This is an optimization exercise on Yosys and OpenROAD, whose aim is small area, a short achievable clock period and few clock cycles per item, not a production implementation.
At most, simulation tests tie the RTL to the original design; equivalence was not proved.
Power and IR drop assume default switching activity.

Setup of main:
==> flow/design.v (excerpt) <==
module functional_unit(
    input [9:0] y_input,
    input clk,
    input start,
    input rst_n,
    output [1:0] state,
    output [7:0] x_guess,
    output done
    );
Size: roughly 140 cells after synthesis, ~24 I/O pins, ~820 µm² of cells after synthesis.
==> flow/config.mk <==
export PLATFORM = sky130hd
export DESIGN_NAME = functional_unit
export DESIGN_NICKNAME = functional_unit
export VERILOG_FILES = /design/flow/design.v
export SDC_FILE = /design/flow/constraint.sdc
export NUM_CORES = 4
export LEC_CHECK = 0
export CAP_MARGIN = 20
export CORE_AREA = 3 3 65 65
export DIE_AREA = 0 0 68 68
export SLEW_MARGIN = 20
==> flow/constraint.sdc <==
create_clock -name core_clock -period 16.0 [get_ports {clk}]
set_input_delay 3.2000 -clock core_clock [delete_from_list [all_inputs] [get_ports {clk}]]
set_output_delay 3.2000 -clock core_clock [all_outputs]
set_load 0.01 [all_outputs]
standard.sh (not shown) runs the stock make flow with config.mk's settings and CLKGATE_MAP_FILE= SYNTH_SCRIPT=/design/flow/synth_recipe.tcl, a recipe that flattens the netlist after the stock synthesis.
==> flow/flow/run.sh <==
#!/bin/bash
# Own flow: the standard synthesis, its combinational logic re-mapped with a stronger
# ABC script (registers untouched), then the standard layout steps with small port buffers.
set -euo pipefail
W=$(pwd)
R=$W/orfs/results/${FLOW_PLATFORM}/functional_unit/base
YOSYS=${YOSYS_EXE:-$(command -v yosys || echo /OpenROAD-flow-scripts/tools/install/yosys/bin/yosys)}
LIB=$FLOW_HOME/platforms/${FLOW_PLATFORM}/lib/sky130_fd_sc_hd__tt_025C_1v80.lib
PORTBUF=${PORTBUF:-sky130_fd_sc_hd__buf_2}

bash standard.sh synth > standard_synth.log 2>&1
cp "$LIB" platform.lib
python3 flow/minilib.py platform.lib comb.lib > minilib.log 2>&1
cp "$R/1_2_yosys.v" std_synth.v
"$YOSYS" -s flow/post.ys > post_synth.log 2>&1
cp post_synth.v "$R/1_2_yosys.v"
rm -f "$R/1_synth.odb" "$R/1_synth.sdc"
bash standard.sh "BUFFER_PORTS_ARGS=-buffer_cell $PORTBUF" finish > standard_finish.log 2>&1
Other scripts of this flow, unchanged in this note and not shown: flow/flow/heavy.abc, flow/flow/minilib.py, flow/flow/post.ys
No stage failed in main, and the final checks on the layout all came back clean.
Setup changes, main to the feature branch
diff --git a/flow/flow/run.sh b/flow/flow/run.sh
--- a/flow/flow/run.sh
+++ b/flow/flow/run.sh
@@ -7,5 +7,5 @@
 YOSYS=${YOSYS_EXE:-$(command -v yosys || echo /OpenROAD-flow-scripts/tools/install/yosys/bin/yosys)}
 LIB=$FLOW_HOME/platforms/${FLOW_PLATFORM}/lib/sky130_fd_sc_hd__tt_025C_1v80.lib
-PORTBUF=${PORTBUF:-sky130_fd_sc_hd__buf_2}
+PORTBUF=${PORTBUF:-sky130_fd_sc_hd__buf_1}
 
 bash standard.sh synth > standard_synth.log 2>&1
Notes after the runs:
- Changes observed in the feature branch relative to main: portion of the clock cycle consumed by the worst path in the final layout did not really move, clock group power went up by about 2%.
- The feature branch went all the way through synthesis, placement and routing and the layout is clean on timing, DRC and antenna.
- Across both runs, clock period minus final worst setup slack was lower for the feature branch than for main.
- Per the comparison of the feature branch with main, clock tree buffer count of the final layout lower, sum of routed wire length over all layers lower, setup slack higher.
Function was not checked in any run of this note: the RTL went through the layout flow alone.

========
== before ==
functional_unit, a different RTL version from the one above (not shown whole).
For scale: roughly 120 cells after synthesis, roughly 24 I/O pins, ~710 um2 of cells after synthesis.
clock: 16.0 ns
lec_check: 0
abc_area: 1
cap_margin: 20
core_area: 3 3 65 65
cts_buf_list: sky130_fd_sc_hd__clkbuf_2
cts_cluster_size: 30
die_area: 0 0 68 68
slew_margin: 20
==> flow/flow/run.sh <==
#!/bin/bash
# Own flow: the standard synthesis, its combinational logic re-mapped with a stronger
# ABC script (registers untouched), then the standard layout steps with small port buffers.
set -euo pipefail
W=$(pwd)
R=$W/orfs/results/${FLOW_PLATFORM}/functional_unit/base
YOSYS=${YOSYS_EXE:-$(command -v yosys || echo /OpenROAD-flow-scripts/tools/install/yosys/bin/yosys)}
LIB=$FLOW_HOME/platforms/${FLOW_PLATFORM}/lib/sky130_fd_sc_hd__tt_025C_1v80.lib
PORTBUF=${PORTBUF:-sky130_fd_sc_hd__buf_1}

bash standard.sh synth > standard_synth.log 2>&1
cp "$LIB" platform.lib
python3 flow/minilib.py platform.lib comb.lib > minilib.log 2>&1
cp "$R/1_2_yosys.v" std_synth.v
"$YOSYS" -s flow/post.ys > post_synth.log 2>&1
cp post_synth.v "$R/1_2_yosys.v"
rm -f "$R/1_synth.odb" "$R/1_synth.sdc"
bash standard.sh "BUFFER_PORTS_ARGS=-buffer_cell $PORTBUF" finish > standard_finish.log 2>&1
Other scripts of this flow, unchanged in this note and not shown: flow/flow/heavy.abc, flow/flow/minilib.py, flow/flow/post.ys
Testbench counts of before, summed over its fixed seeds: cycles 6,400, items 3,200.
Here is what was changed in the inputs of after compared with before.
- CTS_BUF_LIST no longer set, was sky130_fd_sc_hd__clkbuf_2
- CTS_CLUSTER_SIZE no longer set, was 30
==> summary.txt <==
Compared with before, via count in after increased slightly. Taking before as the reference, in after global-route congestion overflow total now sits at about the same level; routed wire length higher. Higher proportion of power drawn by the clock network among after and before: after.

========
== red ==
The RTL this note starts from:
==> flow/design.v <==
module functional_unit(
    input [9:0] y_input,
    input clk,
    input start,
    input rst_n,
    output [1:0] state,
    output [7:0] x_guess,
    output done
    );
    genvar i;
    wire [9:0] y = y_input;
    wire [6:0] r1, r0;
    wire [5:0] q;
    assign r1[6] = 1'b0;
    assign r0[6] = 1'b0;
    generate for (i = 5; i >= 0; i = i - 1) begin : dv
        wire nb = y[i+4];
        assign q[i]  = r1[i+1] | (r0[i+1] & nb);
        assign r1[i] = (~r1[i+1] & r0[i+1] & ~nb) | (r1[i+1] & nb);
        assign r0[i] = (~r1[i+1] & ~r0[i+1] & nb) | (r1[i+1] & ~nb);
    end endgenerate
    localparam [255:0] TC = 256'h0000000000000000bbbbaaaaa999998888877776666655555444443333322221;
    wire [3:0] c = TC[{r1[0], r0[0], y[3:0]}*4 +: 4];
    wire lo = y < 10'd298;
    wire hi = y >= 10'd910;
    reg busy;
    reg [4:0] ah_q;      
    reg [3:0] c_q;
    always @(posedge clk) begin
        busy <= rst_n & start;
        ah_q <= hi ? 5'd19 : lo ? 5'd0 : q[4:0];
        c_q <= hi ? 4'd1 : lo ? 4'd0 : c;
    end
    wire [7:0] s = 8'd10 * ah_q + c_q;
    wire top = ah_q[4] & ah_q[1] & ah_q[0];    
    assign x_guess = {s[7], s[5:0], top};
    assign done = busy;
    assign state = {busy, 1'b0};
endmodule
==> flow/config.mk <==
export PLATFORM = sky130hd
export DESIGN_NAME = functional_unit
export DESIGN_NICKNAME = functional_unit
export VERILOG_FILES = /design/flow/design.v
export SDC_FILE = /design/flow/constraint.sdc
export NUM_CORES = 4
export LEC_CHECK = 0
export ABC_AREA = 1
export CAP_MARGIN = 20
export CORE_AREA = 3 3 65 65
export CTS_BUF_LIST = sky130_fd_sc_hd__clkbuf_2
export CTS_CLUSTER_SIZE = 30
export DIE_AREA = 0 0 68 68
export SLEW_MARGIN = 20
==> flow/constraint.sdc <==
create_clock -name core_clock -period 16.0 [get_ports {clk}]
set_input_delay 3.2000 -clock core_clock [delete_from_list [all_inputs] [get_ports {clk}]]
set_output_delay 3.2000 -clock core_clock [all_outputs]
set_load 0.01 [all_outputs]
==> flow/flow/run.sh <==
#!/bin/bash
# Own flow: the standard synthesis, its combinational logic re-mapped with a stronger
# ABC script (registers untouched), then the standard layout steps with small port buffers.
set -euo pipefail
W=$(pwd)
R=$W/orfs/results/${FLOW_PLATFORM}/functional_unit/base
YOSYS=${YOSYS_EXE:-$(command -v yosys || echo /OpenROAD-flow-scripts/tools/install/yosys/bin/yosys)}
LIB=$FLOW_HOME/platforms/${FLOW_PLATFORM}/lib/sky130_fd_sc_hd__tt_025C_1v80.lib
PORTBUF=${PORTBUF:-sky130_fd_sc_hd__buf_1}

bash standard.sh synth > standard_synth.log 2>&1
cp "$LIB" platform.lib
python3 flow/minilib.py platform.lib comb.lib > minilib.log 2>&1
cp "$R/1_2_yosys.v" std_synth.v
"$YOSYS" -s flow/post.ys > post_synth.log 2>&1
cp post_synth.v "$R/1_2_yosys.v"
rm -f "$R/1_synth.odb" "$R/1_synth.sdc"
bash standard.sh "BUFFER_PORTS_ARGS=-buffer_cell $PORTBUF" \
  "CTS_ARGS=-sink_clustering_enable -sink_clustering_size 30 -buf_list sky130_fd_sc_hd__clkbuf_2 -root_buf sky130_fd_sc_hd__clkbuf_2 -dont_use_dummy_load -repair_clock_nets" \
  finish > standard_finish.log 2>&1
Other scripts of this flow, unchanged in this note and not shown: flow/flow/area.abc, flow/flow/minilib.py, flow/flow/post.ys
> inputs changed (red -> blue)
--- a/flow/flow/run.sh
+++ b/flow/flow/run.sh
@@ -18,3 +18 @@
-bash standard.sh "BUFFER_PORTS_ARGS=-buffer_cell $PORTBUF" \
-  "CTS_ARGS=-sink_clustering_enable -sink_clustering_size 30 -buf_list sky130_fd_sc_hd__clkbuf_2 -root_buf sky130_fd_sc_hd__clkbuf_2 -dont_use_dummy_load -repair_clock_nets" \
-  finish > standard_finish.log 2>&1
+bash standard.sh "BUFFER_PORTS_ARGS=-buffer_cell $PORTBUF" finish > standard_finish.log 2>&1
[summary]
- Summary of blue over red: normalized max-slew margin held, minimum setup slack in the final design held, slew at the pin with the worst max-slew slack held, last weighted congestion value of the routability-driven placer held, final standard cell utilization of the core held.
- From blue to red, detail-routed via count per cell did not move at all.
- Diff red -> blue: met1 demand-to-capacity share in global routing has remained practically unchanged; tightest hold margin has remained practically unchanged; share of final-layout standard cells stronger than drive strength 1 has remained practically unchanged.
No run of this note included a check of the RTL's function; only the layout flow was run.

separate check: timing with driven ports:
How much do the figures lean on ideal ports? The routed layouts below were timed once more, with nothing changed but the port constraints. Step 1 (the two cells are an assumption about what drives the block):
set clk [get_ports {clk}]
set_driving_cell -lib_cell sky130_fd_sc_hd__clkbuf_16 $clk
set_driving_cell -lib_cell sky130_fd_sc_hd__buf_2 [delete_from_list [all_inputs] $clk]
Step 2 adds t to the input delays and takes it off the output delays; t is the mean of the earliest and latest rising clock arrival at the registers after step 1. Input paths then give back, and output paths get back, about the clock's delay inside the block. a / b / c = ideal / step 1 / step 2; a / b = the first two.
run	t (ns)	slack for setup (ns)	hold slack, ns	worst setup path at the end	worst slew at a driven data input, ns
main	0.247	9.653 / 9.635 / 9.882	3.168 / 3.171 / 3.418	register to output	0.03
the feature branch	0.252	9.668 / 9.648 / 9.899	3.157 / 3.160 / 3.412	register to output	0.03
before	0.254	10.073 / 10.058 / 10.192	3.151 / 3.159 / 3.413	input to register	0.03
after	0.252	10.096 / 10.075 / 10.177	3.162 / 3.164 / 3.416	input to register	0.03
red	0.246	9.924 / 9.918 / 9.672	3.150 / 3.159 / 3.405	input to register	0.04
blue	0.246	9.924 / 9.918 / 9.672	3.150 / 3.159 / 3.405	input to register	0.04
After both steps every run listed still meets setup and hold.
